This design comes from an exercise in tuning for small area and a short achievable clock period on the open sky130 flow, not from production work.
The RTL was checked by simulation tests, not by an equivalence proof against the original design.
Power figures rest on the tool's default switching activity, not on a simulated workload.

<file path="flow/standard.sh">
#!/bin/bash
# synth_recipe.tcl (not shown) runs the flow's synth.tcl, then flattens the netlist and writes it again
# the make line also repeats each setting of config.mk as NAME=value (left out here)
make -C /OpenROAD-flow-scripts/flow DESIGN_CONFIG=/design/flow/config.mk WORK_HOME=/design/flow/orfs CLKGATE_MAP_FILE= SYNTH_SCRIPT=/design/flow/synth_recipe.tcl "${@:-finish}"
</file>
<file path="flow/design.v">
module avalon_uart (
    input               clk,
    input               rst,
    input               avn_read,
    input               avn_write,
    input [4:0]         avn_address,
    input [31:0]        avn_writedata,
    output reg [31:0]   avn_readdata,
    output              avn_waitrequest,
    output              int_txwm,
    output              int_rxwm,
    output              uart_txd,
    input               uart_rxd
);
    localparam IDLE  = 2'd0;
    localparam START = 2'd1;
    localparam DATA  = 2'd2;
    localparam STOP  = 2'd3;
    reg [7:0]   txdata_data;
    reg [2:0]   txctrl_txcnt;
    reg         txctrl_nstop;
    reg         txctrl_txen;
    reg [2:0]   rxctrl_rxcnt;
    reg         rxctrl_rxen;
    reg         ie_rxwm;
    reg         ie_txwm;
    reg [15:0]  div_div;
    reg         txdata_full;
    reg         ip_rxwm;
    reg         ip_txwm;
    reg         txdata_valid;
    wire a_txdata = avn_address == 5'h00;
    wire a_rxdata = avn_address == 5'h04;
    wire a_txctrl = avn_address == 5'h08;
    wire a_rxctrl = avn_address == 5'h0C;
    wire a_ie     = avn_address == 5'h10;
    wire a_ip     = avn_address == 5'h14;
    wire a_div    = avn_address == 5'h18;
    wire txdata_write = avn_write & a_txdata;
    wire rxdata_read  = avn_read  & a_rxdata;
    always @(posedge clk) begin
        if (rst) begin
            txdata_data  <= 8'b0;
            txctrl_txcnt <= 3'b0;
            txctrl_nstop <= 1'b0;
            txctrl_txen  <= 1'b0;
            rxctrl_rxcnt <= 3'b0;
            rxctrl_rxen  <= 1'b0;
            ie_rxwm      <= 1'b0;
            ie_txwm      <= 1'b0;
            div_div      <= 16'b0;
        end
        else begin
            if (txdata_write) txdata_data <= avn_writedata[7:0];
            if (avn_write & a_txctrl) begin
                txctrl_txcnt <= avn_writedata[18:16];
                txctrl_nstop <= avn_writedata[1];
                txctrl_txen  <= avn_writedata[0];
            end
            if (avn_write & a_rxctrl) begin
                rxctrl_rxcnt <= avn_writedata[18:16];
                rxctrl_rxen  <= avn_writedata[0];
            end
            if (avn_write & a_ie) begin
                ie_rxwm <= avn_writedata[1];
                ie_txwm <= avn_writedata[0];
            end
            if (avn_write & a_div) div_div <= avn_writedata[15:0];
        end
    end
    always @(posedge clk) txdata_valid <= txdata_write;
    reg [7:0]   txmem [0:7];
    reg [2:0]   tx_wp;
    reg [2:0]   tx_rp;
    reg [3:0]   tx_cnt;
    reg [7:0]   rxmem [0:7];
    reg [2:0]   rx_wp;
    reg [2:0]   rx_rp;
    reg [3:0]   rx_cnt;
    reg         tx_empty;      
    reg         rx_empty;      
    wire        tx_full  = tx_cnt[3];
    reg  [7:0]  tx_head;
    wire        rx_full  = rx_cnt[3];
    reg  [7:0]  rx_head;
    wire [7:0]  tx_rsel = 8'd1 << tx_rp;
    wire [7:0]  rx_rsel = 8'd1 << rx_rp;
    integer     k;
    always @* begin
        tx_head = 8'd0;
        rx_head = 8'd0;
        for (k = 0; k < 8; k = k + 1) begin
            tx_head = tx_head | (txmem[k] & {8{tx_rsel[k]}});
            rx_head = rx_head | (rxmem[k] & {8{rx_rsel[k]}});
        end
    end
    wire        tx_ready;
    reg         rx_valid;
    reg [7:0]   rx_data;
    wire        tx_push = txdata_valid & ~tx_full;
    wire        tx_pop  = ~tx_empty & tx_ready;
    wire        rx_push = rx_valid & ~rx_full;
    wire        rx_pop  = rxdata_read & ~rx_empty;
    wire [3:0]  tx_cnt_pop   = tx_push ? tx_cnt : tx_cnt - 1'b1;
    wire [3:0]  tx_cnt_nopop = tx_push ? tx_cnt + 1'b1 : tx_cnt;
    wire [3:0]  rx_cnt_pop   = rx_push ? rx_cnt : rx_cnt - 1'b1;
    wire [3:0]  rx_cnt_nopop = rx_push ? rx_cnt + 1'b1 : rx_cnt;
    always @(posedge clk) begin
        if (rst) begin
            tx_wp  <= 3'b0;
            tx_rp  <= 3'b0;
            tx_cnt <= 4'b0;
            tx_empty <= 1'b1;
            rx_empty <= 1'b1;
            rx_wp  <= 3'b0;
            rx_rp  <= 3'b0;
            rx_cnt <= 4'b0;
        end
        else begin
            if (tx_push) tx_wp <= tx_wp + 1'b1;
            if (tx_pop)  tx_rp <= tx_rp + 1'b1;
            tx_cnt <= tx_pop ? tx_cnt_pop : tx_cnt_nopop;
            tx_empty <= ~tx_push & (tx_pop ? (tx_cnt == 4'd1) : tx_empty);
            if (rx_push) rx_wp <= rx_wp + 1'b1;
            if (rx_pop)  rx_rp <= rx_rp + 1'b1;
            rx_cnt <= rx_pop ? rx_cnt_pop : rx_cnt_nopop;
            rx_empty <= ~rx_push & (rx_pop ? (rx_cnt == 4'd1) : rx_empty);
        end
    end
    always @(posedge clk) begin
        if (tx_push) txmem[tx_wp] <= txdata_data;
        if (rx_push) rxmem[rx_wp] <= rx_data;
    end
    always @(posedge clk) begin
        txdata_full <= tx_full;
        ip_txwm <= (tx_cnt < {1'b0, txctrl_txcnt}) & ie_txwm;
        ip_rxwm <= (rx_cnt > {1'b0, rxctrl_rxcnt}) & ie_rxwm;
    end
    wire a_other = ~(a_rxdata | a_txctrl | a_rxctrl | a_ie | a_ip | a_div);
    always @(posedge clk) begin
        avn_readdata[31]    <= (a_rxdata & rx_empty) | (a_other & txdata_full);
        avn_readdata[30:19] <= 12'b0;
        avn_readdata[18:16] <= ({3{a_txctrl}} & txctrl_txcnt) | ({3{a_rxctrl}} & rxctrl_rxcnt);
        avn_readdata[15:8]  <= {8{a_div}} & div_div[15:8];
        avn_readdata[7:2]   <= ({6{a_other}} & txdata_data[7:2]) | ({6{a_rxdata}} & rx_head[7:2])
                             | ({6{a_div}} & div_div[7:2]);
        avn_readdata[1]     <= (a_other & txdata_data[1]) | (a_rxdata & rx_head[1]) | (a_div & div_div[1])
                             | (a_txctrl & txctrl_nstop) | (a_ie & ie_rxwm) | (a_ip & ip_rxwm);
        avn_readdata[0]     <= (a_other & txdata_data[0]) | (a_rxdata & rx_head[0]) | (a_div & div_div[0])
                             | (a_txctrl & txctrl_txen) | (a_rxctrl & rxctrl_rxen) | (a_ie & ie_txwm)
                             | (a_ip & ip_txwm);
    end
    assign avn_waitrequest = 1'b0;
    assign int_txwm = ip_txwm;
    assign int_rxwm = ip_rxwm;
    reg [1:0]   tx_state;
    reg         tx_prev_idle;      
    reg [15:0]  tx_bcnt;
    reg         tx_tick;
    reg         tx_bfire;
    reg [2:0]   tx_ccnt;
    reg [7:0]   tx_buf;
    reg         txd;
    wire tx_idle   = tx_state == IDLE;
    assign tx_ready = tx_prev_idle & tx_idle;
    wire tx_req    = tx_ready & ~tx_empty & txctrl_txen;
    wire tx_cfire  = tx_ccnt == 3'd0;
    wire tx_cmpl   = tx_cfire & tx_tick;
    wire div_ones  = &div_div;
    wire tx_reload = tx_bfire | tx_prev_idle;
    always @(posedge clk) begin
        if (rst) tx_state <= IDLE;
        else begin
            case (tx_state)
            IDLE:  if (tx_req)  tx_state <= START;
            START: if (tx_tick) tx_state <= DATA;
            DATA:  if (tx_cmpl) tx_state <= STOP;
            STOP:  if (tx_cmpl) tx_state <= IDLE;
            endcase
        end
    end
    always @(posedge clk) begin
        if (tx_reload) tx_bcnt <= div_div;
        else tx_bcnt <= tx_bcnt - 1'b1;
        tx_bfire <= tx_reload ? div_ones : (tx_bcnt == 16'd0);
        tx_tick <= tx_bfire;
    end
    always @(posedge clk) begin
        tx_prev_idle <= tx_idle;
        if (tx_idle) tx_buf <= tx_head;
        case (tx_state)
        START: tx_ccnt <= 3'd7;
        DATA:  if (tx_cmpl) tx_ccnt <= {2'b0, txctrl_nstop};
               else if (tx_tick) tx_ccnt <= tx_ccnt - 1'b1;
        default: if (tx_tick) tx_ccnt <= tx_ccnt - 1'b1;
        endcase
        case (tx_state)
        START:   txd <= 1'b0;
        DATA:    txd <= tx_buf[~tx_ccnt];
        default: txd <= 1'b1;
        endcase
    end
    assign uart_txd = txd;
    reg [1:0]   rxd_sync;
    reg [1:0]   rx_state;
    reg         rx_bclear;
    reg [15:0]  rx_bcnt;
    reg         rx_tick;
    reg         rx_bfire;      
    reg [11:0]  rx_scnt;
    reg         rx_sext;
    reg         rx_scfire;     
    reg         rx_sample;
    reg [2:0]   rx_ccnt;
    reg [2:0]   rx_smp;
    wire rxd_s     = rxd_sync[1];
    wire rx_idle   = rx_state == IDLE;
    wire rx_cfire  = rx_ccnt == 3'd0;
    wire rx_cmpl   = rx_cfire & rx_tick;
    wire rx_sfire  = rx_smp == 3'd0;
    wire        div_lo_ones = &div_div[3:0];
    wire rx_breload = rx_bfire | rx_bclear;
    wire rx_sreload = rx_scfire | rx_bclear;
    always @(posedge clk) begin
        if (rst) rxd_sync <= 2'b11;
        else rxd_sync <= {rxd_sync[0], uart_rxd};
    end
    always @(posedge clk) begin
        if (rst) rx_state <= IDLE;
        else begin
            case (rx_state)
            IDLE:  if (!rxd_s & rxctrl_rxen) rx_state <= START;
            START: if (rx_sfire) rx_state <= DATA;
            DATA:  if (rx_cmpl) rx_state <= STOP;
            STOP:  if (rx_cmpl) rx_state <= IDLE;
            endcase
        end
    end
    always @(posedge clk) begin
        if (rx_breload) rx_bcnt <= div_div;
        else rx_bcnt <= rx_bcnt - 1'b1;
        rx_bfire <= rx_breload ? div_ones : (rx_bcnt == 16'd0);
        rx_tick <= rx_bfire;
        if (rx_sreload) begin
            rx_scnt <= div_div[15:4] & {12{~div_ones}};
            rx_sext <= div_lo_ones & ~div_ones;
        end
        else begin
            rx_scnt <= rx_scnt - {11'd0, ~rx_sext};
            rx_sext <= 1'b0;
        end
        rx_scfire <= rx_sreload ? (((div_div[15:4] == 12'd0) & ~(&div_div[3:0])) | div_ones)
                                : (rx_sext ? (rx_scnt == 12'd0) : (rx_scnt == 12'd1));
        rx_sample <= rx_scfire;
    end
    always @(posedge clk) begin
        rx_bclear <= rx_idle | ((rx_state == START) & rx_sfire);
        rx_valid  <= (rx_state == STOP) & rx_cmpl;
        case (rx_state)
        IDLE:  rx_smp <= 3'd7;
        START: if (rx_sample) rx_smp <= rx_smp - 1'b1;
        default: ;
        endcase
        case (rx_state)
        START: rx_ccnt <= 3'd7;
        DATA:  if (rx_cmpl) rx_ccnt <= {2'b0, txctrl_nstop};
               else if (rx_tick) rx_ccnt <= rx_ccnt - 1'b1;
        default: if (rx_tick) rx_ccnt <= rx_ccnt - 1'b1;
        endcase
        if ((rx_state == DATA) & rx_tick) rx_data <= {rxd_s, rx_data[7:1]};
    end
endmodule
</file>
<file path="flow/config.mk">
export PLATFORM = sky130hd
export DESIGN_NAME = avalon_uart
export DESIGN_NICKNAME = avalon_uart
export VERILOG_FILES = /design/flow/design.v
export SDC_FILE = /design/flow/constraint.sdc
export NUM_CORES = 4
export LEC_CHECK = 0
export CAP_MARGIN = 20
export CORE_MARGIN = 2
export CORE_UTILIZATION = 65
export PLACE_DENSITY = 0.75
export SETUP_SLACK_MARGIN = 1.7
export SLEW_MARGIN = 20
</file>
<file path="flow/flow/run.sh">
#!/bin/bash
set -euo pipefail
bash standard.sh "BUFFER_PORTS_ARGS=-buffer_cell sky130_fd_sc_hd__buf_2" \
  "CTS_ARGS=-sink_clustering_enable -repair_clock_nets -sink_clustering_size 16 -sink_clustering_max_diameter 60 -buf_list sky130_fd_sc_hd__clkbuf_8 -dont_use_dummy_load" \
  finish > flow_make.log 2>&1
</file>
<file path="flow/constraint.sdc">
create_clock -name core_clock -period 3.5 [get_ports {clk}]
set_input_delay 0.7000 -clock core_clock [delete_from_list [all_inputs] [get_ports {clk}]]
set_output_delay 0.7000 -clock core_clock [all_outputs]
set_load 0.01 [all_outputs]
</file>
==> results of run 1 <==
[synth_stat cells (all sizes together), types with 4 or more instances]
cell	instances
a221o	8
nand4	6
clkbuf	41
xnor2	35
a211oi	6
ha	43
nor4b	4
o21ai	47
a222oi	37
xor2	13
nor2b	6
a21oi	55
nand2b	8
nor3	20
a21boi	4
or4	8
nor2	63
buf	28
nand2	112
o22ai	4
dfxtp	148
and3	10
a31oi	5
edfxtp	147
mux2	4
mux2i	19
inv	35
nor4	20
a21o	4
or3	5
or2	8
nand3	46
a22o	10
a22oi	9
nand3b	8
[layer usage]
| layer | routed length [µm] | track usage [%] |
|---|---|---|
| met4 | 574 | 6.42 |
| met5 | 0 | 0 |
| met2 | 12300 | 41.0 |
| met3 | 1530 | 2.96 |
| met1 | 11700 | 38.2 |
[worst max-delay path: stages (launching register included)]
cell      delay, ns
dfxtp_4        0.40
inv_4          0.06
ha_4           0.20
buf_4          0.14
a222oi_1       0.33
nand2_1        0.10
a222oi_1       0.43
o21ai_1        0.11
[report_power, final]
group / internal (mW) / total [mW] / switching (mW)
registers: 3.76 / 3.93 / 0.168
logic: 0.793 / 1.59 / 0.798
clock network: 0.590 / 1.60 / 1.01
[cell usage in the layout, fill, tap and decap left out, types with 25 or more instances in the layout]
cell type | synthesis | final
edfxtp_1 | 147 | 147
o21ai_0 | 45 | 40
nand3_1 | 46 | 45
xnor2_1 | 35 | 35
a21oi_1 | 55 | 55
a222oi_1 | 37 | 37
ha_1 | 43 | 33
buf_2 | 7 | 51
buf_4 | 13 | 33
dfxtp_1 | 148 | 136
inv_1 | 34 | 25
nor2_1 | 63 | 58
nand2_1 | 112 | 112
[registers in the layout (all words and copies together), names as in the netlist, 8 cells and up]
signal	count
txmem	64
rxmem	64
rx_data	8
tx_bcnt	16
tx_buf	8
avn_readdata	20
rx_scnt	12
txdata_data	8
rx_bcnt	16
div_div	16
[how the worst min path moves through the flow]
stage          slack [ns]              start  depth (start not counted)                      to
2_1_floorplan        0.34  rx_scfire$_DFF_P_                          0       rx_sample$_DFF_P_
3_3_place_gp         0.36   rx_bfire$_DFF_P_                          0         rx_tick$_DFF_P_
3_5_place_dp         0.36   rx_bfire$_DFF_P_                          0         rx_tick$_DFF_P_
4_1_cts              0.31           uart_rxd                          2  rxd_sync[0]$_SDFF_PP1_
5_1_grt              0.31           uart_rxd                          2  rxd_sync[0]$_SDFF_PP1_
6_report             0.33           uart_rxd                          2  rxd_sync[0]$_SDFF_PP1_
[area by class of cell]
| class | count | area (µm²) |
|---|---|---|
| diodes | 1 | 2.50 |
| clock buffers | 23 | 317 |
| fillers | 1266 | 4970 |
| inverters | 36 | 143 |
| multi-input cells | 674 | 4820 |
| flip-flops and latches | 295 | 7400 |
| well taps | 234 | 293 |
| repair buffers | 92 | 641 |
[through the flow]
step	total power, mW	utilization [%]	setup WS [ns]	instances	hold WS [ns]
after floorplan	5.13	-	1.35	1074	0.344
after global placement	5.31	68.3	1.03	1305	0.358
after detailed placement	5.34	68.3	1.03	1305	0.357
after CTS	6.97	71.7	1.60	1342	0.311
after global routing	7.49	73.3	1.49	1354	0.311
final	7.12	73.3	1.61	1355	0.331
[cell families after synthesis]
logic type / count (synthesis) / synth area share, %
and+or+nand+nor: 337 / 14.1
muxes: 25 / 2.29
buffers and inverters: 105 / 3.69
DFF: 295 / 60.3
AOI/OAI and AO/OA: 208 / 11.7
other: 1 / 0.0306
adders and majority gates: 43 / 4.40
xor gates and xnor gates: 48 / 3.44
[timing repair]
action | CTS | global route
hold buffers | 0 | 0
endpoints found under the setup margin | 128 | 123
pin swaps | 21 | 28
gates resized for setup | 49 | 41
buffers inserted | 14 | 12
gates cloned | 0 | 0
==> metrics.cfg, run 1 <==
[run_status]
outcome = finished clean

[sta]
report.final.hold_viol_count = 0
relSlewSlack_pct = 44.1
setup_viol = 0
drv_slew = 0
period_needed_ns = 1.89
worstMarginPinSlew_ns = 0.818
fmax_mhz = 530
rsz0062_at_grt = yes
fin_tns_setup_ns = 0
skew_ns = 0.0359
period_share_pct = 53.9

[clock_tree]
htreeDepth = 1
clock-sinks = 295
clk_pin_slew_ns = 0.10
cts.path.max_buffers = 3
tritoncts = built
cts-root-buf = clkbuf_8
insertion_delay_ns = 0.55
numCtsBuffers = 23

[floorplanning]
row_count = 50
die_w_um = 141
initial_core_util_pct = 65.9
coreArea_um2 = 18600
die_y_um = 141
dieArea_um2 = 19900
ioPinCount = 78

[worst_setup_path]
critical_path_class = flip-flop to flip-flop
crit_path_start = rx_rp[1]$_SDFFE_PP0P_
arrival_ns = 2.32
worst_setup_path_end_kind = flip-flop
setup.worst_path.end = avn_readdata[2]$_DFF_P_
reg2reg_from = rx_rp[1]$_SDFFE_PP0P_
reg2reg_slack_ns = 1.61
startpoint_type = flip-flop
crit_fanout = 7
reg2reg_to = avn_readdata[2]$_DFF_P_
worstPathRequired_ns = 3.93
r2r_cells = 7

[synthesis]
synth-edff-count = 147
ys_seq_elements = 295
ys_top_cells_by_area = edfxtp_1 (36%), dfxtp_1 (24%), ha_1 (4.4%)
synth_top_area_share_pct = 36.1
yosysWarningCount = 1
synth_cell_types = 70
ys.flop_type = dfxtp_1
async_flop_share_pct = 0
synth_area_um2 = 12200
yosys.area.top_type = edfxtp_1
synthCells = 1062
seq_area_frac_synth_pct = 60.3
synth_area_per_cell_um2 = 11.5

[power]
p_leak_nw = 5.00
p_per_area_nw_per_um2 = 523
irDropWorstVdd_uv = 410

[detailed_routing]
drc_errors = 0
drt_iter0_drc = 789
wire_per_inst_um = 19.3
antenna_left = 0
via_per_inst = 6.14
drt_wl_total_um = 26100
vias = 8315
drt_pass1_iterations = 5

[finish]
drive_above_1_share_pct = 17.9
fin_nets = 1207
fin_area_um2 = 13600
area_growth_syn_to_layout_pct = 11.3

[global_routing]
first_global_vias = 7776
grt_max_degree = 35
globalRouteOverflowTotal = 0
grt_pass1_wl_um = 40600
grt_use_total_pct = 25.7
antenna_found_initial = 1

[place]
port_buffers = 51
place_hpwl_um = 16800
dpl_cell_area_um2 = 12700
place_congestion = 0.837

[worst_hold_path]
hp-class = primary input to flip-flop

[run]
cap_violations = 0

==> run 2: changes to the inputs <==
--- a/flow/config.mk
+++ b/flow/config.mk
@@ -11,3 +11,3 @@
 export PLACE_DENSITY = 0.75
-export SETUP_SLACK_MARGIN = 1.7
+export SETUP_SLACK_MARGIN = 1.5
 export SLEW_MARGIN = 20
==> metrics.cfg, run 2 <==
[worst_setup_path]
arrival_ns = 2.40
reg2reg_slack_ns = 1.52
critical_path_class = flip-flop to flip-flop
r2r_cells = 6
reg2reg_to = avn_readdata[3]$_DFF_P_
worstPathRequired_ns = 3.93
worst_setup_path_end_kind = flip-flop
reg2reg_from = rx_rp[1]$_SDFFE_PP0P_
crit_fanout = 13
startpoint_type = flip-flop

[global_routing]
use_met1_pct = 36.7
grt_use_total_pct = 25.5
met2_usage_pct = 40.9
antenna_found_initial = 0
busiest_layer = met2
grt_max_degree = 34
first_global_vias = 7673
globalRouteOverflowTotal = 0
grt_util_met3_pct = 3.40
grt_pass1_wl_um = 40000

[floorplanning]
initial_core_util_pct = 65.9
die_y_um = 141
dieArea_um2 = 19900
row_count = 50
die_w_um = 141
coreArea_um2 = 18600
ioPinCount = 78

[sta]
period_share_pct = 56.5
period_needed_ns = 1.98
setup_viol = 0
report.final.hold_viol_count = 0
relSlewSlack_pct = 28.7
worstMarginPinSlew_ns = 1.04
fin_tns_setup_ns = 0
fmax_mhz = 506
drv_slew = 0
skew_ns = 0.0369
rsz0062_at_grt = yes

[finish]
n_antenna_cell = 0
area_growth_syn_to_layout_pct = 7.64
final_cell_mix = edfxtp_1 (147), dfxtp_1 (144), nand2_1 (112)
fin_nets = 1194
final_common_cell = edfxtp_1
finish.utilization_pct = 70.9
drive_above_1_share_pct = 13.7
reg.largest.list = rxmem x64, txmem x64, avn_readdata x20

[clock_tree]
clk_pin_slew_ns = 0.10
clock-sinks = 295
cts-root-buf = clkbuf_8
insertion_delay_ns = 0.55
cts.path.max_buffers = 3
tritoncts = built
numCtsBuffers = 23
htreeDepth = 1

[detailed_routing]
wire_per_inst_um = 18.8
via_per_inst = 6.13
vias = 8226
drt_iter0_drc = 796
antenna_left = 0
drt_pass1_iterations = 6
drc_errors = 0
drt_wl_total_um = 25300

[place]
place_congestion = 0.816
place_hpwl_um = 17100
port_buffers = 51

[synthesis]
yosys.area.top_type = edfxtp_1
synth_area_per_cell_um2 = 11.5
synth_cell_types = 70
ys_seq_elements = 295
seq_area_frac_synth_pct = 60.3
ys_top_cells_by_area = edfxtp_1 (36%), dfxtp_1 (24%), ha_1 (4.4%)
yosysWarningCount = 1
synth-edff-count = 147
ys.flop_type = dfxtp_1
synthCells = 1062
synth_most_common_cell = dfxtp_1
synth_area_um2 = 12200
synth_common_cells = dfxtp_1 (148), edfxtp_1 (147), nand2_1 (112)
synth_top_area_share_pct = 36.1
async_flop_share_pct = 0

[power]
total_power_mw = 6.95
p_leak_nw = 4.84
irDropWorstVdd_uv = 420
p_per_area_nw_per_um2 = 527

[run_status]
outcome = finished clean

[run]
cap_violations = 0

[worst_hold_path]
whs_path_depth = 2
hold_start = uart_rxd
hp-class = primary input to flip-flop
min_delay_worst_endpoint = rxd_sync[0]$_SDFF_PP1_

[run 2: changes by cell type in the layout (fill, tap and decap cells not counted), moves of 5 or more]
cell / previous run / this run
inv_1: 25 / 34
dfxtp_1: 136 / 144
inv_2: 7 / 1
buf_12: 5 / 0
buf_4: 33 / 28
dfxtp_2: 8 / 3
ha_4: 10 / 5
[run 2: worst max-delay path by stage]
| stage | from | endpoint | slack, ns | cells after the start |
|---|---|---|---|---|
| 2_1_floorplan | avn_address[4] | rx_cnt[2]$_SDFFE_PP0P_ | 1.35 | 5 |
| 3_5_place_dp | avn_address[2] | div_div[11]$_SDFFE_PP0P_ | 0.85 | 6 |
| 3_3_place_gp | avn_address[2] | div_div[15]$_SDFFE_PP0P_ | 0.86 | 6 |
| 4_1_cts | rx_rp[1]$_SDFFE_PP0P_ | avn_readdata[3]$_DFF_P_ | 1.43 | 6 |
| 5_1_grt | rx_rp[1]$_SDFFE_PP0P_ | avn_readdata[3]$_DFF_P_ | 1.40 | 6 |
| 6_report | rx_rp[1]$_SDFFE_PP0P_ | avn_readdata[3]$_DFF_P_ | 1.52 | 6 |
[run 2: cells by family (layout without fill, tap and decap cells)]
group | after synthesis | count (layout) | share of synthesized area [%]
buffers and inverters | 105 | 138 | 3.69
and+or+nand+nor | 337 | 337 | 14.1
adders and majority gates | 43 | 43 | 4.40
DFF | 295 | 295 | 60.3
other | 1 | 13 | 0.0306
muxes | 25 | 25 | 2.29
xor gates and xnor gates | 48 | 48 | 3.44
AOI/OAI and AO/OA | 208 | 208 | 11.7
[run 2: worst max-delay path, stage by stage (launching register included)]
cell and delay [ns]:
dfxtp_4 0.39, inv_1 0.10, ha_4 0.24, a222oi_1 0.42, nand2_1 0.12, a222oi_1 0.45, o21ai_0 0.12
[run 2: per-layer routing]
metal / wire, µm / up-vias / part of all wire, %
li1: - / 3965 / -
met1: 11400 / 3980 / 45
met2: 12000 / 242 / 47
met3: 1300 / 39 / 5.1
met4: 567 / 0 / 2.2
met5: 0 / - / 0
[run 2: layout make-up]
| type | count | area, µm² |
|---|---|---|
| Fill cell | 1355 | 5410 |
| Clock buffer | 23 | 317 |
| Multi-Input combinational cell | 674 | 4570 |
| Timing Repair Buffer | 79 | 465 |
| Tap cell | 234 | 293 |
| Inverter | 36 | 136 |
| Sequential cell | 295 | 7380 |
[run 2: where the power goes]
| part | switching, mW | internal [mW] |
|---|---|---|
| Combinational | 0.750 | 0.689 |
| Clock | 0.999 | 0.590 |
| Sequential | 0.164 | 3.76 |
[run 2: what timing repair did]
action,4_1_cts,5_1_grt
pin swaps,2,10
hold buffers,0,0
gates resized for setup,19,10
buffers inserted,0,7
setup endpoints to repair,49,54
gates cloned,0,0
[run 2: per-stage QoR]
stage | std cells | area [µm²] | hold WS [ns] | setup slack [ns]
finish | 1341 | 13200 | 0.322 | 1.52
global placement | 1311 | 12700 | 0.363 | 0.860
global route | 1341 | 13200 | 0.303 | 1.40
detailed placement | 1311 | 12700 | 0.369 | 0.846
CTS | 1334 | 13100 | 0.305 | 1.43
floorplan | 1074 | 12300 | 0.344 | 1.35
==> run 3: changes to the inputs <==
--- a/flow/design.v
+++ b/flow/design.v
@@ -72,8 +72,8 @@
     reg [7:0]   txmem [0:7];
-    reg [2:0]   tx_wp;
-    reg [2:0]   tx_rp;
+    reg [3:0]   tx_wp;
+    reg [3:0]   tx_rp;
     reg [3:0]   tx_cnt;
     reg [7:0]   rxmem [0:7];
-    reg [2:0]   rx_wp;
-    reg [2:0]   rx_rp;
+    reg [3:0]   rx_wp;
+    reg [3:0]   rx_rp;
     reg [3:0]   rx_cnt;
@@ -85,4 +85,10 @@
     reg  [7:0]  rx_head;
-    wire [7:0]  tx_rsel = 8'd1 << tx_rp;
-    wire [7:0]  rx_rsel = 8'd1 << rx_rp;
+    function automatic [7:0] jdec(input [3:0] j);
+        jdec = {j[3] & ~j[2], j[2] & ~j[1], j[1] & ~j[0], j[3] & j[0],
+                ~j[3] & j[2], ~j[2] & j[1], ~j[1] & j[0], ~j[3] & ~j[0]};
+    endfunction
+    wire [7:0]  tx_rsel = jdec(tx_rp);
+    wire [7:0]  rx_rsel = jdec(rx_rp);
+    wire [7:0]  tx_wsel = jdec(tx_wp);
+    wire [7:0]  rx_wsel = jdec(rx_wp);
     integer     k;
@@ -109,4 +115,4 @@
         if (rst) begin
-            tx_wp  <= 3'b0;
-            tx_rp  <= 3'b0;
+            tx_wp  <= 4'b0;
+            tx_rp  <= 4'b0;
             tx_cnt <= 4'b0;
@@ -114,4 +120,4 @@
             rx_empty <= 1'b1;
-            rx_wp  <= 3'b0;
-            rx_rp  <= 3'b0;
+            rx_wp  <= 4'b0;
+            rx_rp  <= 4'b0;
             rx_cnt <= 4'b0;
@@ -119,8 +125,8 @@
         else begin
-            if (tx_push) tx_wp <= tx_wp + 1'b1;
-            if (tx_pop)  tx_rp <= tx_rp + 1'b1;
+            if (tx_push) tx_wp <= {tx_wp[2:0], ~tx_wp[3]};
+            if (tx_pop)  tx_rp <= {tx_rp[2:0], ~tx_rp[3]};
             tx_cnt <= tx_pop ? tx_cnt_pop : tx_cnt_nopop;
             tx_empty <= ~tx_push & (tx_pop ? (tx_cnt == 4'd1) : tx_empty);
-            if (rx_push) rx_wp <= rx_wp + 1'b1;
-            if (rx_pop)  rx_rp <= rx_rp + 1'b1;
+            if (rx_push) rx_wp <= {rx_wp[2:0], ~rx_wp[3]};
+            if (rx_pop)  rx_rp <= {rx_rp[2:0], ~rx_rp[3]};
             rx_cnt <= rx_pop ? rx_cnt_pop : rx_cnt_nopop;
@@ -130,4 +136,6 @@
     always @(posedge clk) begin
-        if (tx_push) txmem[tx_wp] <= txdata_data;
-        if (rx_push) rxmem[rx_wp] <= rx_data;
+        for (k = 0; k < 8; k = k + 1) begin
+            if (tx_push & tx_wsel[k]) txmem[k] <= txdata_data;
+            if (rx_push & rx_wsel[k]) rxmem[k] <= rx_data;
+        end
     end
@@ -160,2 +168,3 @@
     reg         tx_bfire;
+    reg         tx_blz;        
     reg [2:0]   tx_ccnt;
@@ -169,2 +178,3 @@
     wire div_ones  = &div_div;
+    wire div_lo8_zero = div_div[7:0] == 8'd0;
     wire tx_reload = tx_bfire | tx_prev_idle;
@@ -183,4 +193,8 @@
         if (tx_reload) tx_bcnt <= div_div;
-        else tx_bcnt <= tx_bcnt - 1'b1;
-        tx_bfire <= tx_reload ? div_ones : (tx_bcnt == 16'd0);
+        else begin
+            tx_bcnt[7:0]  <= tx_bcnt[7:0] - 1'b1;
+            tx_bcnt[15:8] <= tx_bcnt[15:8] - tx_blz;
+        end
+        tx_blz   <= tx_reload ? div_lo8_zero : (tx_bcnt[7:0] == 8'd1);
+        tx_bfire <= tx_reload ? div_ones : ((tx_bcnt[15:8] == 8'd0) & tx_blz);
         tx_tick <= tx_bfire;
@@ -209,2 +223,4 @@
     reg         rx_bfire;      
+    reg         rx_blz;        
+    reg         rx_slz;        
     reg [11:0]  rx_scnt;
@@ -240,4 +256,8 @@
         if (rx_breload) rx_bcnt <= div_div;
-        else rx_bcnt <= rx_bcnt - 1'b1;
-        rx_bfire <= rx_breload ? div_ones : (rx_bcnt == 16'd0);
+        else begin
+            rx_bcnt[7:0]  <= rx_bcnt[7:0] - 1'b1;
+            rx_bcnt[15:8] <= rx_bcnt[15:8] - rx_blz;
+        end
+        rx_blz   <= rx_breload ? div_lo8_zero : (rx_bcnt[7:0] == 8'd1);
+        rx_bfire <= rx_breload ? div_ones : ((rx_bcnt[15:8] == 8'd0) & rx_blz);
         rx_tick <= rx_bfire;
@@ -246,9 +266,12 @@
             rx_sext <= div_lo_ones & ~div_ones;
-        end
-        else begin
-            rx_scnt <= rx_scnt - {11'd0, ~rx_sext};
+            rx_slz  <= (div_div[9:4] == 6'd0) | div_ones;
+        end
+        else begin
+            rx_scnt[5:0]  <= rx_scnt[5:0] - {5'd0, ~rx_sext};
+            rx_scnt[11:6] <= rx_scnt[11:6] - {5'd0, ~rx_sext & rx_slz};
             rx_sext <= 1'b0;
+            rx_slz  <= rx_sext ? rx_slz : (rx_scnt[5:0] == 6'd1);
         end
         rx_scfire <= rx_sreload ? (((div_div[15:4] == 12'd0) & ~(&div_div[3:0])) | div_ones)
-                                : (rx_sext ? (rx_scnt == 12'd0) : (rx_scnt == 12'd1));
+                                : ((rx_scnt[11:6] == 6'd0) & (rx_sext ? rx_slz : (rx_scnt[5:0] == 6'd1)));
         rx_sample <= rx_scfire;
--- a/flow/config.mk
+++ b/flow/config.mk
@@ -11,3 +11,3 @@
 export PLACE_DENSITY = 0.75
-export SETUP_SLACK_MARGIN = 1.5
+export SETUP_SLACK_MARGIN = 1.7
 export SLEW_MARGIN = 20
==> metrics.cfg, run 3 <==
[detailed_routing]
antenna_left = 0
wire_per_inst_um = 19.1
drt_wl_total_um = 26300
via_per_inst = 6.15
vias = 8481
drt_iter0_drc = 744
drt_pass1_iterations = 5
drc_errors = 0

[floorplanning]
die_y_um = 142
initial_core_util_pct = 66.1
ioPinCount = 78
row_count = 50
die_w_um = 142
dieArea_um2 = 20100
coreArea_um2 = 18700

[clock_tree]
numCtsBuffers = 23
tritoncts = built
postCtsHoldBufs = 0
clk_pin_slew_ns = 0.10
cts.path.max_buffers = 3
cts-root-buf = clkbuf_8
insertion_delay_ns = 0.55
clock-sinks = 302
htreeDepth = 1

[power]
p_leak_nw = 4.82
total_power_mw = 6.75
irDropWorstVdd_uv = 343
p_per_area_nw_per_um2 = 509

[worst_setup_path]
worstPathRequired_ns = 3.95
r2r_cells = 4
worst_setup_path_end_kind = flip-flop
arrival_ns = 2.20
reg2reg_from = div_div[9]$_SDFFE_PP0P_
reg2reg_slack_ns = 1.78
reg2reg_to = rx_scnt[9]$_DFF_P_
startpoint_type = primary input
critical_path_class = primary input to flip-flop
crit_fanout = 9

[finish]
n_antenna_cell = 0
multi_input_area_um2 = 4480
instances_no_fill = 1379
seq_area_um2 = 7530
final_cell_mix = dfxtp_1 (147), edfxtp_1 (147), nand2_1 (110)
fill_cells = 1362
fin_nets = 1226
drive_above_1_share_pct = 12.1
fin_area_um2 = 13200
finish.utilization_pct = 70.8
reg.largest.list = rxmem x64, txmem x64, avn_readdata x20
area_growth_syn_to_layout_pct = 7.11

[synthesis]
synth_common_cells = dfxtp_1 (155), edfxtp_1 (147), nand2_1 (110)
yosys.area.top_type = edfxtp_1
synth_cell_types = 69
synthCells = 1093
synth_area_um2 = 12400
ys_seq_elements = 302
seq_area_frac_synth_pct = 60.8
synth-edff-count = 147
ys.flop_type = dfxtp_1
synth_area_per_cell_um2 = 11.3
yosysWarningCount = 3
synth_most_common_cell = dfxtp_1
synth_top_area_share_pct = 35.7
async_flop_share_pct = 0
ys_top_cells_by_area = edfxtp_1 (36%), dfxtp_1 (25%), ha_1 (3.7%)

[sta]
report.final.hold_viol_count = 0
fmax_mhz = 573
setup_viol = 0
worst_hold_slack_ns = 0.333
period_needed_ns = 1.75
rsz0062_at_grt = yes
worst_slack_ns = 1.75
fin_tns_setup_ns = 0
worstMarginPinSlew_ns = 0.783
period_share_pct = 49.9
drv_slew = 0
relSlewSlack_pct = 47.7
skew_ns = 0.0586

[place]
place_inst = 1349
place_hpwl_um = 17900
post-place-ws_ns = 1.07
port_buffers = 51
dpl_cell_area_um2 = 12800
place_congestion = 0.878

[global_routing]
globalRouteOverflowTotal = 0
grt_pass1_wl_um = 42000
grt_use_total_pct = 26.5
first_global_vias = 7918
antenna_found_initial = 1
grt_max_degree = 40

[worst_hold_path]
hold_start = uart_rxd
min_delay_worst_endpoint = rxd_sync[0]$_SDFF_PP1_
whs_path_depth = 2
hp-class = primary input to flip-flop

[run]
cap_violations = 0

[run_status]
outcome = finished clean

==> run 3: where the power goes <==
group	switching, mW	total [mW]	internal, mW
Clock	1.03	1.62	0.590
Sequential	0.154	4.00	3.84
Combinational	0.598	1.13	0.535
Total	1.78	6.75	4.97
==> run 3: cells by family after synthesis <==
group / after synthesis / share of synthesized area [%]
xor gates and xnor gates: 42 / 2.97
AOI/OAI and AO/OA: 240 / 13.1
buffers and inverters: 107 / 3.78
muxes: 22 / 2.00
and+or+nand+nor: 342 / 13.6
DFF: 302 / 60.8
other: 1 / 0.0303
adders and majority gates: 37 / 3.74
==> run 3: timing repair <==
| item | in CTS | in global routing |
|---|---|---|
| pin swaps | 3 | 2 |
| resized for setup | 13 | 11 |
| setup buffers | 4 | 3 |
| endpoints found under the setup margin | 66 | 46 |
==> run 3: worst max path at each step <==
stage	start	slack (ns)	endpoint	cells after the start
2_1_floorplan	avn_address[4]	1.28	rx_cnt[2]$_SDFFE_PP0P_	6
3_3_place_gp	avn_address[4]	1.07	rx_cnt[2]$_SDFFE_PP0P_	5
3_5_place_dp	avn_address[4]	1.07	rx_cnt[2]$_SDFFE_PP0P_	5
4_1_cts	txdata_valid$_DFF_P_	1.70	txmem[1][2]$_DFFE_PP_	3
5_1_grt	tx_rp[3]$_SDFFE_PP0P_	1.64	tx_buf[7]$_DFFE_PP_	4
6_report	avn_address[0]	1.75	rx_cnt[2]$_SDFFE_PP0P_	5
==> run 3: layout make-up <==
| cell class | instances | area share, % |
|---|---|---|
| Timing Repair Buffer | 77 | 3.40 |
| Clock buffer | 23 | 2.39 |
| Multi-Input combinational cell | 696 | 33.8 |
| Tap cell | 234 | 2.21 |
| Sequential cell | 302 | 56.8 |
| Inverter | 47 | 1.38 |
==> run 3: layer usage <==
metal / vias to the layer above / GRT usage (%) / share of wire, %
met4: 2 / 7.16 / 2.6
met5: - / 0 / 0.049
met3: 49 / 3.36 / 5.6
met2: 276 / 43.6 / 48
met1: 4103 / 37.9 / 44
li1: 4051 / - / -
==> run 3: worst max-delay path: stages <==
cell,delay [ns]
buf_2,0.16
or4_4,0.61
or2_4,0.30
o22ai_2,0.10
mux2_1,0.32
==> run 4: changes to the inputs <==
--- a/flow/design.v
+++ b/flow/design.v
@@ -16,4 +16,4 @@
     localparam START = 2'd1;
-    localparam DATA  = 2'd2;
-    localparam STOP  = 2'd3;
+    localparam DATA  = 2'd3;
+    localparam STOP  = 2'd2;
     reg [7:0]   txdata_data;
==> metrics.cfg, run 4 <==
[synthesis]
async_flop_share_pct = 0
ys.flop_type = dfxtp_1
yosys.area.top_type = edfxtp_1
synth_top_area_share_pct = 36.0
synth-edff-count = 147
synth_area_um2 = 12300
synth_common_cells = dfxtp_1 (155), edfxtp_1 (147), nand2_1 (100), nor2_1 (100), a21oi_1 (69)
ys_top_cells_by_area = edfxtp_1 (36%), dfxtp_1 (25%), ha_1 (3.4%)
ys_seq_elements = 302
synthCells = 1075
seq_area_frac_synth_pct = 61.3
yosysWarningCount = 3
synth_cell_types = 77
synth_area_per_cell_um2 = 11.4
synth_most_common_cell = dfxtp_1

[worst_setup_path]
crit_slowest_cell = dfxtp_1
reg2reg_slack_ns = 1.77
critical_path_class = flip-flop to primary output
critPathMaxStageDelay_ns = 0.37
reg2reg_to = avn_readdata[2]$_DFF_P_
path_depth = 1
critPathBufInv = 1
crit_chain = buf_2
setup.worst_path.end = avn_readdata[3]
worst_setup_path_end_kind = primary output
reg2reg_from = rx_rp[3]$_SDFFE_PP0P_
startpoint_type = flip-flop
path_delay_family = flip-flops
arrival_ns = 1.06
crit_fanout = 1
crit_path_start = avn_readdata[3]$_DFF_P_
worstPathRequired_ns = 2.80
r2r_cells = 5

[sta]
period_needed_ns = 1.76
skew_ns = 0.0401
fin_tns_setup_ns = 0
worst_slack_ns = 1.74
worst_hold_slack_ns = 0.325
relSlewSlack_pct = 49.3
rsz0062_at_grt = no
drv_slew = 0
report.final.hold_viol_count = 0
fmax_mhz = 569
worstMarginPinSlew_ns = 0.756
setup_viol = 0
period_share_pct = 50.2

[global_routing]
antenna_found_initial = 0
first_global_vias = 7873
grt_max_degree = 39
grt_use_total_pct = 26.7
globalRouteOverflowTotal = 0
grt_pass1_wl_um = 41800

[finish]
fill_cells = 1362
drive_above_1_share_pct = 13.7
fin_nets = 1204
final_cell_mix = edfxtp_1 (147), dfxtp_1 (144), nand2_1 (100)
reg.largest.list = rxmem x64, txmem x64, avn_readdata x20
n_antenna_cell = 0
final_common_cell = edfxtp_1
area_growth_syn_to_layout_pct = 7.63

[detailed_routing]
drt_wl_total_um = 26400
drt_pass1_iterations = 5
via_per_inst = 6.08
antenna_left = 0
drt_iter0_drc = 701
wire_per_inst_um = 19.4
drc_errors = 0
vias = 8281

[clock_tree]
clock-sinks = 302
insertion_delay_ns = 0.57
cts.path.max_buffers = 3
clk_pin_slew_ns = 0.09
postCtsHoldBufs = 0
numCtsBuffers = 23
htreeDepth = 1
tritoncts = built
cts-root-buf = clkbuf_8

[power]
p_per_area_nw_per_um2 = 479
p_leak_nw = 4.89
irDropWorstVdd_uv = 331
total_power_mw = 6.32

[floorplanning]
row_count = 50
initial_core_util_pct = 66.0
coreArea_um2 = 18600
die_y_um = 141
dieArea_um2 = 20000
ioPinCount = 78
die_w_um = 141

[worst_hold_path]
hp-class = primary input to flip-flop
hold_start = uart_rxd

[run]
cap_violations = 0

[place]
place_hpwl_um = 17200
place_congestion = 0.842
port_buffers = 51
post-place-ws_ns = 0.893

[run_status]
outcome = finished clean

run 4: cell types whose count changed after synthesis, sizes merged, moves of 8 or more:
cell    delta
buf       +18
nand3     -14
nor2      +27
clkbuf    -15
a22o       -9
o21ai      -8
a221oi     -9
nand2      -9
run 4: cells by family after synthesis:
| group | share of synthesized area (%) |
|---|---|
| adders and majority gates | 3.46 |
| buffers and inverters | 4.02 |
| xor gates and xnor gates | 2.79 |
| DFF | 61.3 |
| other | 0.0306 |
| AOI/OAI and AO/OA | 13.0 |
| and+or+nand+nor | 13.5 |
| muxes | 1.92 |
run 4: worst min-delay path by stage:
| stage | end | slack, ns | depth (start not counted) |
|---|---|---|---|
| after CTS | rxd_sync[0]$_SDFF_PP1_ | 0.30 | 2 |
| after global placement | tx_tick$_DFF_P_ | 0.35 | 0 |
| after global routing | rxd_sync[0]$_SDFF_PP1_ | 0.30 | 2 |
| final | rxd_sync[0]$_SDFF_PP1_ | 0.32 | 2 |
| after floorplan | tx_tick$_DFF_P_ | 0.33 | 0 |
| after detailed placement | tx_tick$_DFF_P_ | 0.35 | 0 |
run 4: power breakdown:
part           switching, mW  total [mW]  internal [mW]
Combinational          0.400       0.734          0.333
Clock                   1.03        1.63          0.590
Sequential             0.136        3.96           3.83
Total                   1.57        6.32           4.75
run 4: area by class of cell:
cell class / instances / area [µm²] / share of cell area (%)
Multi-Input combinational cell: 680 / 4370 / 33.1
Sequential cell: 302 / 7530 / 57.1
Tap cell: 234 / 293 / 2.22
Timing Repair Buffer: 80 / 510 / 3.87
Inverter: 42 / 171 / 1.30
Clock buffer: 23 / 317 / 2.40
run 4: per-stage QoR:
step                instances  utilization, %  area [µm²]
finish                   1361            71.0       13200
global route             1361            71.0       13200
CTS                      1353            70.3       13100
detailed placement       1324            68.1       12700
global placement         1324            68.1       12700
floorplan                1087               -       12300
run 4: routing by layer:
layer	part of all wire, %	GRT usage [%]	up-vias
li1	-	-	3996
met1	44	38.0	4015
met2	48	44.2	231
met3	6.5	3.58	39
met4	1.6	6.32	0
met5	0	0	-
run 4: timing repair:
| action | 4_1_cts | 5_1_grt |
|---|---|---|
| gates resized for setup | 13 | 17 |
| pin swaps | 3 | 3 |
| setup buffers | 6 | 8 |
| setup endpoints to repair | 88 | 72 |
==> run 5: changes to the inputs <==
--- a/flow/config.mk
+++ b/flow/config.mk
@@ -11,3 +11,3 @@
 export PLACE_DENSITY = 0.75
-export SETUP_SLACK_MARGIN = 1.7
+export SETUP_SLACK_MARGIN = 1.6
 export SLEW_MARGIN = 20
==> metrics.cfg, run 5 <==
[worst_hold_path]
whs_path_depth = 2
min_delay_worst_endpoint = rxd_sync[0]$_SDFF_PP1_
hp-class = primary input to flip-flop
hold_start = uart_rxd

[worst_setup_path]
reg2reg_slack_ns = 1.52
crit_fanout = 12
arrival_ns = 2.11
startpoint_type = flip-flop
worstPathRequired_ns = 3.64
reg2reg_from = rx_cnt[3]$_SDFFE_PP0P_
worst_setup_path_end_kind = flip-flop
reg2reg_to = rxmem[5][3]$_DFFE_PP_
r2r_cells = 2
critical_path_class = flip-flop to flip-flop

[synthesis]
async_flop_share_pct = 0
synth_common_cells = dfxtp_1 (155), edfxtp_1 (147), nand2_1 (100), nor2_1 (100), a21oi_1 (69)
synth_most_common_cell = dfxtp_1
synth-edff-count = 147
synth_compound_area_share_pct = 13.0
synth_simple_gate_area_share_pct = 13.5
ys_top_cells_by_area = edfxtp_1 (36%), dfxtp_1 (25%), ha_1 (3.4%)
synthCells = 1075
yosys.area.top_type = edfxtp_1
synth_top_family_by_area = simple AND/OR/NAND/NOR gates
synth_area_per_cell_um2 = 11.4
synth_top_area_share_pct = 36.0
synth_area_um2 = 12300
ys.flop_type = dfxtp_1
synth-xor-area-share_pct = 2.79
seq_area_frac_synth_pct = 61.3
synth_cell_types = 77
synth_mux_area_share_pct = 1.92
ys_seq_elements = 302
yosysWarningCount = 3
synth-adder-area-share_pct = 3.46

[global_routing]
grt_max_degree = 37
grt_use_total_pct = 25.9
first_global_vias = 7618
grt_pass1_wl_um = 40700
antenna_found_initial = 1
globalRouteOverflowTotal = 0

[clock_tree]
cts.path.max_buffers = 3
cts-root-buf = clkbuf_8
clk_pin_slew_ns = 0.09
tritoncts = built
insertion_delay_ns = 0.54
clock-sinks = 302
postCtsHoldBufs = 0
htreeDepth = 1
numCtsBuffers = 24

[finish]
final_common_cell = dfxtp_1
multi_input_area_um2 = 4350
fin_nets = 1198
fin_area_um2 = 13100
n_antenna_cell = 0
seq_area_um2 = 7520
instances_no_fill = 1355
area_growth_syn_to_layout_pct = 6.79
finish.utilization_pct = 70.5
reg.largest.list = rxmem x64, txmem x64, avn_readdata x20
drive_above_1_share_pct = 12.6
final_cell_mix = dfxtp_1 (149), edfxtp_1 (147), nand2_1 (100)
fill_cells = 1334

[detailed_routing]
wire_per_inst_um = 19.0
vias = 8266
drt_wl_total_um = 25700
drc_errors = 0
drt_iter0_drc = 687
via_per_inst = 6.10
drt_pass1_iterations = 5
antenna_left = 0

[place]
dpl_cell_area_um2 = 12600
place_inst = 1323
port_buffers = 51
place_hpwl_um = 17000
place_congestion = 0.830
post-place-ws_ns = 1.02

[sta]
period_needed_ns = 1.98
period_share_pct = 56.5
relSlewSlack_pct = 38.9
setup_viol = 0
fmax_mhz = 506
rsz0062_at_grt = yes
drv_slew = 0
worst_slack_ns = 1.52
report.final.hold_viol_count = 0
fin_tns_setup_ns = 0
worstMarginPinSlew_ns = 0.916
skew_ns = 0.0321
worst_hold_slack_ns = 0.343

[power]
total_power_mw = 6.34
irDropWorstVdd_uv = 401
p_per_area_nw_per_um2 = 484
p_leak_nw = 4.84

[floorplanning]
row_count = 50
initial_core_util_pct = 66.0
die_y_um = 141
dieArea_um2 = 20000
coreArea_um2 = 18600
ioPinCount = 78
die_w_um = 141

[run_status]
outcome = finished clean

[run]
cap_violations = 0

[run 5: cell counts after synthesis]
No cell type changed its count.
[run 5: critical path, stage by stage (launching register included)]
cell and delay, ns:
dfxtp_1 0.37, nand2b_1 0.37, nor3b_2 0.84
[run 5: how the worst max path moves through the flow]
stage                                       from                     endpoint  slack (ns)  cells past startpoint
after floorplan                   avn_address[1]  txdata_data[7]$_SDFFE_PP0P_        1.68                      6
after global placement            avn_address[1]     div_div[10]$_SDFFE_PP0P_        1.04                      6
after detailed placement          avn_address[1]     div_div[15]$_SDFFE_PP0P_        1.02                      6
after CTS                 rx_cnt[3]$_SDFFE_PP0P_        rxmem[2][2]$_DFFE_PP_        1.51                      2
after global routing      rx_cnt[3]$_SDFFE_PP0P_        rxmem[2][2]$_DFFE_PP_        1.44                      2
final                     rx_cnt[3]$_SDFFE_PP0P_        rxmem[5][3]$_DFFE_PP_        1.52                      2
[run 5: where the power goes]
group | total [mW] | switching (mW) | leakage [nW] | internal, mW
logic | 0.723 | 0.394 | 2.10 | 0.329
registers | 3.96 | 0.138 | 2.57 | 3.83
clock network | 1.65 | 1.03 | 0.173 | 0.615
total | 6.34 | 1.56 | 4.84 | 4.77
[run 5: metal layers]
metal	vias up	GRT usage [%]	share of wire, %
met1	3988	37.2	44
li1	3972	-	-
met4	2	7.74	2.7
met5	-	0	0.051
met3	52	4.05	6.2
met2	252	41.5	47
[run 5: cell families (layout without fill, tap and decap cells)]
group,Yosys count,after routing
AO/OA/AOI/OAI,235,235
XOR/XNOR,39,39
adder cells (fa/ha/maj),34,34
buffers and inverters,105,139
flip-flops,302,302
multiplexers,21,21
other,1,13
AND/OR/NAND/NOR,338,338
[run 5: area by class of cell]
cell class | instances | share of cell area (%)
clock buffer | 24 | 2.52
inverter | 42 | 1.26
multi-input combinational | 680 | 33.2
sequential | 302 | 57.5
tap | 234 | 2.24
timing repair buffer | 73 | 3.31
[run 5: what timing repair did]
item | in CTS | in global routing
setup buffers | 2 | 6
gates resized for setup | 12 | 7
pin swaps | 0 | 2
endpoints found under the hold margin | 0 | 0
setup endpoints to repair | 62 | 60
==> run 6: changes to the inputs <==
--- a/flow/config.mk
+++ b/flow/config.mk
@@ -11,3 +11,3 @@
 export PLACE_DENSITY = 0.75
-export SETUP_SLACK_MARGIN = 1.6
+export SETUP_SLACK_MARGIN = 1.75
 export SLEW_MARGIN = 20
==> metrics.cfg, run 6 <==
[sta]
period_needed_ns = 1.72
worst_hold_slack_ns = 0.368
rsz0062_at_grt = no
drv_slew = 0
report.final.hold_viol_count = 0
period_share_pct = 49.2
relSlewSlack_pct = 52.8
skew_ns = 0.0488
worst_slack_ns = 1.78
worstMarginPinSlew_ns = 0.708
fmax_mhz = 581
setup_viol = 0
fin_tns_setup_ns = 0

[floorplanning]
initial_core_util_pct = 66.0
die_w_um = 141
dieArea_um2 = 20000
die_y_um = 141
ioPinCount = 78
row_count = 50
coreArea_um2 = 18600

[global_routing]
grt_use_total_pct = 26.0
grt_max_degree = 39
antenna_found_initial = 1
grt_pass1_wl_um = 40900
globalRouteOverflowTotal = 0
met2_usage_pct = 42.1
busiest_layer = met2
use_met1_pct = 38.0
first_global_vias = 7772
grt_util_met3_pct = 3.31

[worst_setup_path]
critical_path_class = flip-flop to primary output
arrival_ns = 1.02
critPathMaxStageDelay_ns = 0.33
critPathBufInv = 1
startpoint_type = flip-flop
reg2reg_to = avn_readdata[4]$_DFF_P_
crit_slowest_cell = dfxtp_2
crit_chain = buf_2
reg2reg_from = rx_rp[1]$_SDFFE_PP0P_
worstPathRequired_ns = 2.80
worst_setup_path_end_kind = primary output
r2r_cells = 5
crit_fanout = 1
reg2reg_slack_ns = 1.80
path_depth = 1
path_delay_family = flip-flops

[finish]
finish.utilization_pct = 71.6
drive_above_1_share_pct = 14.5
fin_nets = 1211
final_common_cell = edfxtp_1
reg.largest.list = rxmem x64, txmem x64, avn_readdata x20
final_cell_mix = edfxtp_1 (147), dfxtp_1 (143), nand2_1 (99)
fin_area_um2 = 13300
area_growth_syn_to_layout_pct = 8.51
n_antenna_cell = 0

[detailed_routing]
drt_wl_total_um = 26200
drc_errors = 0
wire_per_inst_um = 19.1
via_per_inst = 6.05
drt_pass1_iterations = 7
drt_iter0_drc = 736
vias = 8283
antenna_left = 0

[synthesis]
synth_top_area_share_pct = 36.0
ys_seq_elements = 302
synth_cell_types = 77
synth_common_cells = dfxtp_1 (155), edfxtp_1 (147), nand2_1 (100), nor2_1 (100), a21oi_1 (69)
synth-edff-count = 147
ys.flop_type = dfxtp_1
synth_area_per_cell_um2 = 11.4
yosys.area.top_type = edfxtp_1
seq_area_frac_synth_pct = 61.3
yosysWarningCount = 3
async_flop_share_pct = 0
synthCells = 1075
ys_top_cells_by_area = edfxtp_1 (36%), dfxtp_1 (25%), ha_1 (3.4%)
synth_area_um2 = 12300
synth_most_common_cell = dfxtp_1

[place]
port_buffers = 51
post-place-ws_ns = 1.21
place_congestion = 0.823
dpl_cell_area_um2 = 12700
place_hpwl_um = 17100

[clock_tree]
clk_pin_slew_ns = 0.10
cts.path.max_buffers = 3
htreeDepth = 1
clock-sinks = 302
insertion_delay_ns = 0.56
numCtsBuffers = 23
tritoncts = built
cts-root-buf = clkbuf_8

[worst_hold_path]
hp-class = primary input to flip-flop
whs_path_depth = 2
min_delay_worst_endpoint = rxd_sync[0]$_SDFF_PP1_
hold_start = uart_rxd

[run_status]
outcome = finished clean

[power]
irDropWorstVdd_uv = 327
p_per_area_nw_per_um2 = 475
p_leak_nw = 4.94

[run]
cap_violations = 0

run 6: what timing repair did:
action,4_1_cts,5_1_grt
endpoints found under the setup margin,81,84
cloned,0,0
buffers inserted,6,13
gates resized for setup,20,22
hold buffers,0,0
pin swaps,1,5
run 6: how the worst max path moves through the flow:
| stage | startpoint | end | slack [ns] |
|---|---|---|---|
| final | avn_readdata[1]$_DFF_P_ | avn_readdata[1] | 1.78 |
| after global routing | div_div[11]$_SDFFE_PP0P_ | rx_scnt[8]$_DFF_P_ | 1.72 |
| after CTS | rx_valid$_DFF_P_ | rxmem[6][4]$_DFFE_PP_ | 1.67 |
| after detailed placement | avn_address[1] | div_div[11]$_SDFFE_PP0P_ | 1.21 |
| after global placement | avn_address[1] | div_div[3]$_SDFFE_PP0P_ | 1.28 |
| after floorplan | rx_cnt[3]$_SDFFE_PP0P_ | rxmem[2][0]$_DFFE_PP_ | 1.72 |
run 6: cell families (layout without fill, tap and decap cells):
family | Yosys count | in the layout | synth area share [%]
compound gates | 235 | 235 | 13.0
xor+xnor | 39 | 39 | 2.79
fa+ha+maj | 34 | 34 | 3.46
buf+inv | 105 | 152 | 4.02
flops | 302 | 302 | 61.3
mux | 21 | 21 | 1.92
other cells | 1 | 13 | 0.0306
simple gates | 338 | 338 | 13.5
run 6: power by group:
group	total [mW]	internal (mW)	switching, mW
Sequential	3.96	3.82	0.139
Combinational	0.740	0.338	0.402
Clock	1.62	0.591	1.03
Total	6.32	4.75	1.57
run 6: layout make-up:
type                            count  area (µm²)
Fill cell                        1361        5280
Tap cell                          234         293
Clock buffer                       23         317
Multi-Input combinational cell    680        4400
Inverter                           42         176
Timing Repair Buffer               87         579
Sequential cell                   302        7540
run 6: routing by layer:
metal  wire, µm  vias to the layer above
li1           -                     3987
met1      11600                     4001
met2      12500                      255
met3       1590                       38
met4        462                        2
met5         13                        -
run 6: stage by stage:
stage	power [mW]	std cells
4_1_cts	6.34	1355
3_5_place_dp	4.77	1326
6_report	6.32	1368
2_1_floorplan	4.61	1087
5_1_grt	6.60	1368
3_3_place_gp	4.74	1326
==> run 7: changes to the inputs <==
--- a/flow/design.v
+++ b/flow/design.v
@@ -16,4 +16,4 @@
     localparam START = 2'd1;
-    localparam DATA  = 2'd3;
-    localparam STOP  = 2'd2;
+    localparam DATA  = 2'd2;
+    localparam STOP  = 2'd3;
     reg [7:0]   txdata_data;
@@ -230,3 +230,2 @@
     reg [2:0]   rx_ccnt;
-    reg [2:0]   rx_smp;
     wire rxd_s     = rxd_sync[1];
@@ -235,3 +234,3 @@
     wire rx_cmpl   = rx_cfire & rx_tick;
-    wire rx_sfire  = rx_smp == 3'd0;
+    wire rx_sfire  = rx_cfire;
     wire        div_lo_ones = &div_div[3:0];
@@ -282,8 +281,5 @@
         case (rx_state)
-        IDLE:  rx_smp <= 3'd7;
-        START: if (rx_sample) rx_smp <= rx_smp - 1'b1;
-        default: ;
-        endcase
-        case (rx_state)
-        START: rx_ccnt <= 3'd7;
+        IDLE:  rx_ccnt <= 3'd7;
+        START: if (rx_sfire) rx_ccnt <= 3'd7;
+               else if (rx_sample) rx_ccnt <= rx_ccnt - 1'b1;
         DATA:  if (rx_cmpl) rx_ccnt <= {2'b0, txctrl_nstop};
--- a/flow/config.mk
+++ b/flow/config.mk
@@ -11,3 +11,3 @@
 export PLACE_DENSITY = 0.75
-export SETUP_SLACK_MARGIN = 1.75
+export SETUP_SLACK_MARGIN = 1.85
 export SLEW_MARGIN = 20
==> metrics.cfg, run 7 <==
[floorplanning]
row_count = 50
die_w_um = 142
initial_core_util_pct = 66.0
dieArea_um2 = 20100
die_y_um = 142
ioPinCount = 78
coreArea_um2 = 18700

[clock_tree]
htreeDepth = 1
clk_pin_slew_ns = 0.10
numCtsBuffers = 23
insertion_delay_ns = 0.57
tritoncts = built
clock-sinks = 299
cts.path.max_buffers = 3
postCtsHoldBufs = 0
cts-root-buf = clkbuf_8

[synthesis]
synth_area_um2 = 12400
ys_seq_elements = 299
yosysWarningCount = 3
synth-xor-area-share_pct = 2.91
synth_most_common_cell = dfxtp_1
synth_top_area_share_pct = 35.7
synth-edff-count = 147
synth-adder-area-share_pct = 3.55
synth_simple_gate_area_share_pct = 13.9
seq_area_frac_synth_pct = 60.4
synthCells = 1100
ys.flop_type = dfxtp_1
async_flop_share_pct = 0
yosys.area.top_type = edfxtp_1
synth_mux_area_share_pct = 2.09
synth_area_per_cell_um2 = 11.2
synth_compound_area_share_pct = 13.2
synth_common_cells = dfxtp_1 (152), edfxtp_1 (147), nand2_1 (125)
ys_top_cells_by_area = edfxtp_1 (36%), dfxtp_1 (25%), nand2_1 (3.8%)
synth_cell_types = 65
synth_top_family_by_area = simple AND/OR/NAND/NOR gates

[finish]
final_common_cell = edfxtp_1
multi_input_area_um2 = 4830
area_growth_syn_to_layout_pct = 12.9
fill_cells = 1250
seq_area_um2 = 7520
reg.largest.list = rxmem x64, txmem x64, avn_readdata x20
instances_no_fill = 1407
drive_above_1_share_pct = 20.9
fin_nets = 1251
final_cell_mix = edfxtp_1 (147), nand2_1 (124), dfxtp_1 (115)

[place]
place_hpwl_um = 17000
place_congestion = 0.854
place_inst = 1338
port_buffers = 51

[sta]
period_needed_ns = 1.81
setup_viol = 0
fin_tns_setup_ns = 0
period_share_pct = 51.6
worst_hold_slack_ns = 0.316
relSlewSlack_pct = 42.1
worstMarginPinSlew_ns = 0.869
fmax_mhz = 554
skew_ns = 0.0480
rsz0062_at_grt = yes
report.final.hold_viol_count = 0
drv_slew = 0

[run]
cap_violations = 0

[worst_setup_path]
reg2reg_to = avn_readdata[6]$_DFF_P_
worst_setup_path_end_kind = flip-flop
reg2reg_slack_ns = 1.69
r2r_cells = 4
crit_fanout = 10
critical_path_class = flip-flop to flip-flop
startpoint_type = flip-flop
worstPathRequired_ns = 3.91
reg2reg_from = rx_rp[3]$_SDFFE_PP0P_
arrival_ns = 2.22
crit_path_start = rx_rp[3]$_SDFFE_PP0P_

[detailed_routing]
wire_per_inst_um = 19.0
met1_length_um = 11900
highest_layer = met4
wl_met2_um = 12900
met3WireLength_um = 1410
drc_errors = 0
drt_wl_total_um = 26800
vias = 8531
via_per_inst = 6.06
drt_pass1_iterations = 6
antenna_left = 0
drt_iter0_drc = 778

[global_routing]
globalRouteOverflowTotal = 0
grt_max_degree = 51
first_global_vias = 7835
grt_use_total_pct = 26.4
antenna_found_initial = 1
grt_pass1_wl_um = 42000

[power]
irDropWorstVdd_uv = 343
p_leak_nw = 5.08
p_per_area_nw_per_um2 = 437

[worst_hold_path]
hp-class = primary input to flip-flop
hold_start = uart_rxd
min_delay_worst_endpoint = rxd_sync[0]$_SDFF_PP1_
whs_path_depth = 2

[run_status]
outcome = finished clean

[run 7: repair_timing]
item | in CTS | in global routing
setup endpoints to repair | 217 | 136
gates resized for setup | 88 | 57
pin swaps | 10 | 15
buffers inserted | 19 | 25
cloned | 0 | 1
[run 7: worst max path at each step]
stage               slack (ns)                 endpoint  cells past startpoint
floorplan                 1.22   rx_cnt[2]$_SDFFE_PP0P_                      7
global placement          0.90   rx_cnt[2]$_SDFFE_PP0P_                      5
detailed placement        0.89   rx_cnt[2]$_SDFFE_PP0P_                      5
CTS                       1.71  avn_readdata[6]$_DFF_P_                      4
global route              1.69  avn_readdata[6]$_DFF_P_                      4
finish                    1.69  avn_readdata[6]$_DFF_P_                      4
[run 7: worst max-delay path, cell delays in order, from the launching register on]
cell       delay, ns
dfxtp_4         0.43
and3b_1         0.20
a2111oi_2       0.47
a41oi_2         0.21
a221o_1         0.33
[run 7: final cells by class]
type                       instances  share of cell area [%]
timing repair inverter             1                  0.0538
tap                              234                    2.10
inverter                          45                    1.34
sequential                       299                    54.0
antenna                            1                  0.0179
multi-input combinational        700                    34.6
timing repair buffer             104                    5.64
clock buffer                      23                    2.27
[run 7: routing by layer]
metal	up-vias	global-route usage, %
met3	34	3.51
met2	267	41.7
met5	-	0
li1	4121	-
met4	0	6.84
met1	4109	39.0
[run 7: through the flow]
step / total power [mW] / utilization (%) / cell area, µm² / setup slack, ns
floorplan: 4.40 / - / 12500 / 1.22
global placement: 4.49 / 68.2 / 12800 / 0.897
detailed placement: 4.51 / 68.2 / 12800 / 0.890
CTS: 6.07 / 72.3 / 13500 / 1.71
global route: 6.35 / 74.5 / 13900 / 1.69
finish: 6.09 / 74.5 / 13900 / 1.69
[run 7: cells by family after synthesis]
kind of cell | after synthesis
buffers and inverters | 113
XOR/XNOR | 41
AO/OA/AOI/OAI | 242
flip-flops | 299
other | 1
multiplexers | 23
AND/OR/NAND/NOR | 346
adder cells (fa/ha/maj) | 35
[run 7: where the power goes]
part           internal [mW]  total [mW]  switching (mW)
registers               3.73        3.82          0.0987
logic                  0.316       0.654           0.338
clock network          0.590        1.61            1.02
total                   4.63        6.09            1.46

## what the ideal ports hide
No port has a modelled driver above. Below, the same layouts with a new extraction and two added sets of constraints.
Step 1: set_driving_cell puts a clkbuf_16 on clk and a buf_2 on each other input, an assumption about the parent block.
Step 2, shift: input delay + t, output delay - t, t = (earliest + latest rising clock arrival at the registers) / 2. This alone moves slack from input paths to output paths.
a / b / c = ideal ports / drivers / drivers and shift; a / b = the first two.
run	shift t [ns]	slack for setup (ns)	worst hold slack (ns)	worst data-port slew with drivers (ns)
run 1	0.571	1.614 / 1.614 / 1.164	0.331 / 0.314 / 0.365	0.06
run 2	0.571	1.522 / 1.522 / 1.065	0.322 / 0.303 / 0.389	0.04
run 3	0.565	1.754 / 1.719 / 1.210	0.333 / 0.312 / 0.358	0.03
run 4	0.588	1.744 / 1.701 / 1.305	0.325 / 0.309 / 0.366	0.06
run 5	0.566	1.524 / 1.524 / 1.283	0.343 / 0.330 / 0.368	0.05
run 6	0.572	1.779 / 1.740 / 1.248	0.368 / 0.349 / 0.393	0.05
run 7	0.590	1.695 / 1.695 / 1.234	0.316 / 0.291 / 0.353	0.06
After both steps setup and hold are still met in every run listed. For run 3, which loses most, drivers alone change the setup slack by -0.035 ns; drivers and shift together by -0.544 ns.
